Background: an optimization exercise with open tools, aiming at small area and a short achievable clock period. Do not read the settings as production practice. In this exercise RTL edits were held to simulation tests only and were not proved equivalent to the original. Power is estimated from default activity; no workload was simulated. The clock port is modelled as an ideal driver; clocking choices that lean on that would not hold on a real chip.

Design top, start of the top module:
module top(
    clk,
    rst_n,
    ifm0,
    ifm1,
    ifm2,
    ifm0_en,
    ifm1_en,
    ifm2_en,
    w0,
    w1,
    w2,
    w0_en,
    w1_en,
    w2_en,
    obf0_rd_en,
    obf1_rd_en,
    obf2_rd_en,
    obf0_empty,
    obf1_empty,
    obf2_empty,
    obf0_full,
    obf1_full,
    obf2_full,
    obf0_err,
    obf1_err,
    obf2_err,
    obf0_out,
    obf1_out,
    obf2_out
);
parameter DATA_WIDTH=8;
input clk,rst_n;
input ifm0_en,ifm1_en,ifm2_en;
input w0_en,w1_en,w2_en;
input [DATA_WIDTH-1:0] ifm0,ifm1,ifm2;
input [DATA_WIDTH-1:0] w0,w1,w2;
input obf0_rd_en,obf1_rd_en,obf2_rd_en;
output obf0_empty,obf1_empty,obf2_empty;
output obf0_full,obf1_full,obf2_full;
output obf0_err,obf1_err,obf2_err;
output [2*DATA_WIDTH-1:0] obf0_out,obf1_out,obf2_out;
localparam DW = DATA_WIDTH;
wire [2:0] fen [0:2];
wire [2:0] wen [0:2];
wire [DW-1:0] ifm_in [0:2];
wire [DW-1:0] w_in [0:2];
wire ifm_en_in [0:2];
wire w_en_in [0:2];
assign ifm_in[0] = ifm0; assign ifm_in[1] = ifm1; assign ifm_in[2] = ifm2;
assign w_in[0] = w0; assign w_in[1] = w1; assign w_in[2] = w2;
assign ifm_en_in[0] = ifm0_en; assign ifm_en_in[1] = ifm1_en; assign ifm_en_in[2] = ifm2_en;
assign w_en_in[0] = w0_en; assign w_en_in[1] = w1_en; assign w_en_in[2] = w2_en;
wire [3:0] fe [0:2];
wire [3:0] we [0:2];
wire [3*DW-1:0] fdx [0:2];
wire [4*DW-1:0] wd [0:2];
genvar i, j;
generate
for (i = 0; i < 3; i = i + 1) begin : g_bus
    wire [(i == 0 ? 2 : 1)*DW-1:0] fd;
    wire [3*DW-1:0] wdt;
    input_bus #(.BUS_WIDTH(DW), .DTAPS(i == 0 ? 2 : 1)) ifm_bus (
        .clk(clk), .rst_n(rst_n), .en(ifm_en_in[i]), .data(ifm_in[i]),
        .en_l(fen[i]), .data_l(fd));
    input_bus #(.BUS_WIDTH(DW), .DTAPS(i == 0 ? 3 : 2)) w_bus (
        .clk(clk), .rst_n(rst_n), .en(w_en_in[i]), .data(w_in[i]),
        .en_l(wen[i]), .data_l(wdt[(i == 0 ? 3 : 2)*DW-1:0]));
    if (i != 0) begin : g_pad
        assign wdt[3*DW-1:2*DW] = {DW{1'b0}};
  ...
Size: roughly 5000 cells after synthesis, roughly 1500 flip-flops.
==> flow/config.mk <==
export PLATFORM = sky130hd
export DESIGN_NAME = top
export DESIGN_NICKNAME = top
export VERILOG_FILES = /design/flow/design.v
export SDC_FILE = /design/flow/constraint.sdc
export NUM_CORES = 4
export LEC_CHECK = 0
export CAP_MARGIN = 20
export CORE_MARGIN = 2
export CORE_UTILIZATION = 40
export CTS_CLUSTER_DIAMETER = 100
export CTS_CLUSTER_SIZE = 30
export PLACE_DENSITY = 0.6
export SETUP_SLACK_MARGIN = 2.8
export SLEW_MARGIN = 20
==> flow/constraint.sdc <==
create_clock -name core_clock -period 5.0 [get_ports {clk}]
set_input_delay 1.0000 -clock core_clock [delete_from_list [all_inputs] [get_ports {clk}]]
set_output_delay 1.0000 -clock core_clock [all_outputs]
set_load 0.01 [all_outputs]
standard.sh (not shown) runs the stock make flow with config.mk's settings and CLKGATE_MAP_FILE= SYNTH_SCRIPT=/design/flow/synth_recipe.tcl, a recipe that flattens the netlist after the stock synthesis.
==> flow/flow/run.sh <==
#!/bin/bash
# Layout flow: the standard flow (standard.sh), with two changes:
#  - the port buffers start as buf_2 (repair may still resize them),
#  - clock tree synthesis inserts no dummy loads.
# standard.sh's output goes to standard.log in the work folder; ORFS keeps
# each step's full log under orfs/logs/.
cp standard.sh standard_sh.txt
export BUFFER_PORTS_ARGS="-buffer_cell sky130_fd_sc_hd__buf_2"
export CTS_ARGS="-sink_clustering_enable -repair_clock_nets -sink_clustering_size 30 -sink_clustering_max_diameter 100 -dont_use_dummy_load"
bash standard.sh > standard.log 2>&1
Rerun with:
==> flow/run.sh (new file) <==
#!/bin/bash
# synth_recipe.tcl (not shown) runs the flow's synth.tcl, then flattens the netlist and writes it again
# the make line also repeats each setting of config.mk as NAME=value (left out here)
make -C /OpenROAD-flow-scripts/flow DESIGN_CONFIG=/design/flow/config.mk WORK_HOME=/design/flow/orfs CLKGATE_MAP_FILE= SYNTH_SCRIPT=/design/flow/synth_recipe.tcl finish
Settings changed: SETUP_SLACK_MARGIN 2.8 to 3.0.
removed: flow/flow/run.sh
removed: flow/standard.sh
Outcome: Via count rose by 2.3%; power came out higher by 3.1%; fmax rises by 1.0%; final area grows by 5.0%; global-route usage grows by 0.73 points; synthesized cell count stays the same; critical path depth stays the same; hold slack gets better by 0.042 ns.
Rerun with:
==> flow/flow/run.sh (new file) <==
#!/bin/bash
# Layout flow: the standard flow (standard.sh), with two changes:
#  - the port buffers start as buf_2 (repair may still resize them),
#  - clock tree synthesis inserts no dummy loads.
# standard.sh's output goes to standard.log in the work folder; ORFS keeps
# each step's full log under orfs/logs/.
cp standard.sh standard_sh.txt
export BUFFER_PORTS_ARGS="-buffer_cell sky130_fd_sc_hd__buf_2"
export CTS_ARGS="-sink_clustering_enable -repair_clock_nets -sink_clustering_size 30 -sink_clustering_max_diameter 100 -dont_use_dummy_load"
bash standard.sh > standard.log 2>&1
==> flow/standard.sh (new file) <==
#!/bin/bash
# synth_recipe.tcl (not shown) runs the flow's synth.tcl, then flattens the netlist and writes it again
# the make line also repeats each setting of config.mk as NAME=value (left out here)
make -C /OpenROAD-flow-scripts/flow DESIGN_CONFIG=/design/flow/config.mk WORK_HOME=/design/flow/orfs CLKGATE_MAP_FILE= SYNTH_SCRIPT=/design/flow/synth_recipe.tcl "${@:-finish}"
Settings changed: SETUP_SLACK_MARGIN 3.0 to 2.7, TNS_END_PERCENT set to 30.
removed: flow/run.sh
The changed run produced a clean layout.
Routed wire length decreases by 7.1%.
Worst setup slack degrades by 0.043 ns.
Clock-buffer cell count drops by 36.
Synthesized cell count does not change.
Final cell count fell by about 4%.
Power went down by about 3.5%.
Rerun with:
--- a/flow/flow/run.sh
+++ b/flow/flow/run.sh
@@ -4 +4,2 @@
-#  - clock tree synthesis inserts no dummy loads.
+#  - clock tree synthesis inserts no dummy loads and uses clkbuf_8 below
+#    its root buffer.
@@ -9 +10 @@
-export CTS_ARGS="-sink_clustering_enable -repair_clock_nets -sink_clustering_size 30 -sink_clustering_max_diameter 100 -dont_use_dummy_load"
+export CTS_ARGS="-sink_clustering_enable -repair_clock_nets -root_buf sky130_fd_sc_hd__clkbuf_16 -buf_list sky130_fd_sc_hd__clkbuf_8 -sink_clustering_size 20 -sink_clustering_max_diameter 80 -dont_use_dummy_load"
Settings changed: SETUP_SLACK_MARGIN 2.7 to 2.6, TNS_END_PERCENT 30 to unset.
Result:
- clock power shrinks by about 3.5%
- utilization came out lower by 0.22 points
- cell area came out lower by 0.50%
- final cell count stays flat
- first-iteration DRC count grows by about 3%
- routed wire length rose by about 0.7%

## re-timing with driven ports
In the flow no input, the clock included, has a driving cell. The finished layouts below were timed again as built, in two steps.
Step 1: set_driving_cell puts a clkbuf_16 on clk and a buf_2 on each other input, an assumption about the parent block.
Step 2, shift: input delay + t, output delay - t, t = (earliest + latest rising clock arrival at the registers) / 2. This alone moves slack from input paths to output paths.
a / b / c = ideal ports / drivers / drivers and shift; a / b = the first two.
run	t (ns)	setup WS [ns]	worst data-port slew with drivers (ns)
the first run	0.751	2.631 / 2.584 / 2.467	0.23
the second run	0.782	2.654 / 2.599 / 2.311	0.20
the third run	0.746	2.612 / 2.561 / 2.483	0.20
the fourth run	0.736	2.597 / 2.597 / 2.525	0.18
After both steps setup and hold are still met in every run listed. For the second run, which loses most, drivers alone change the setup slack by -0.055 ns; drivers and shift together by -0.343 ns.
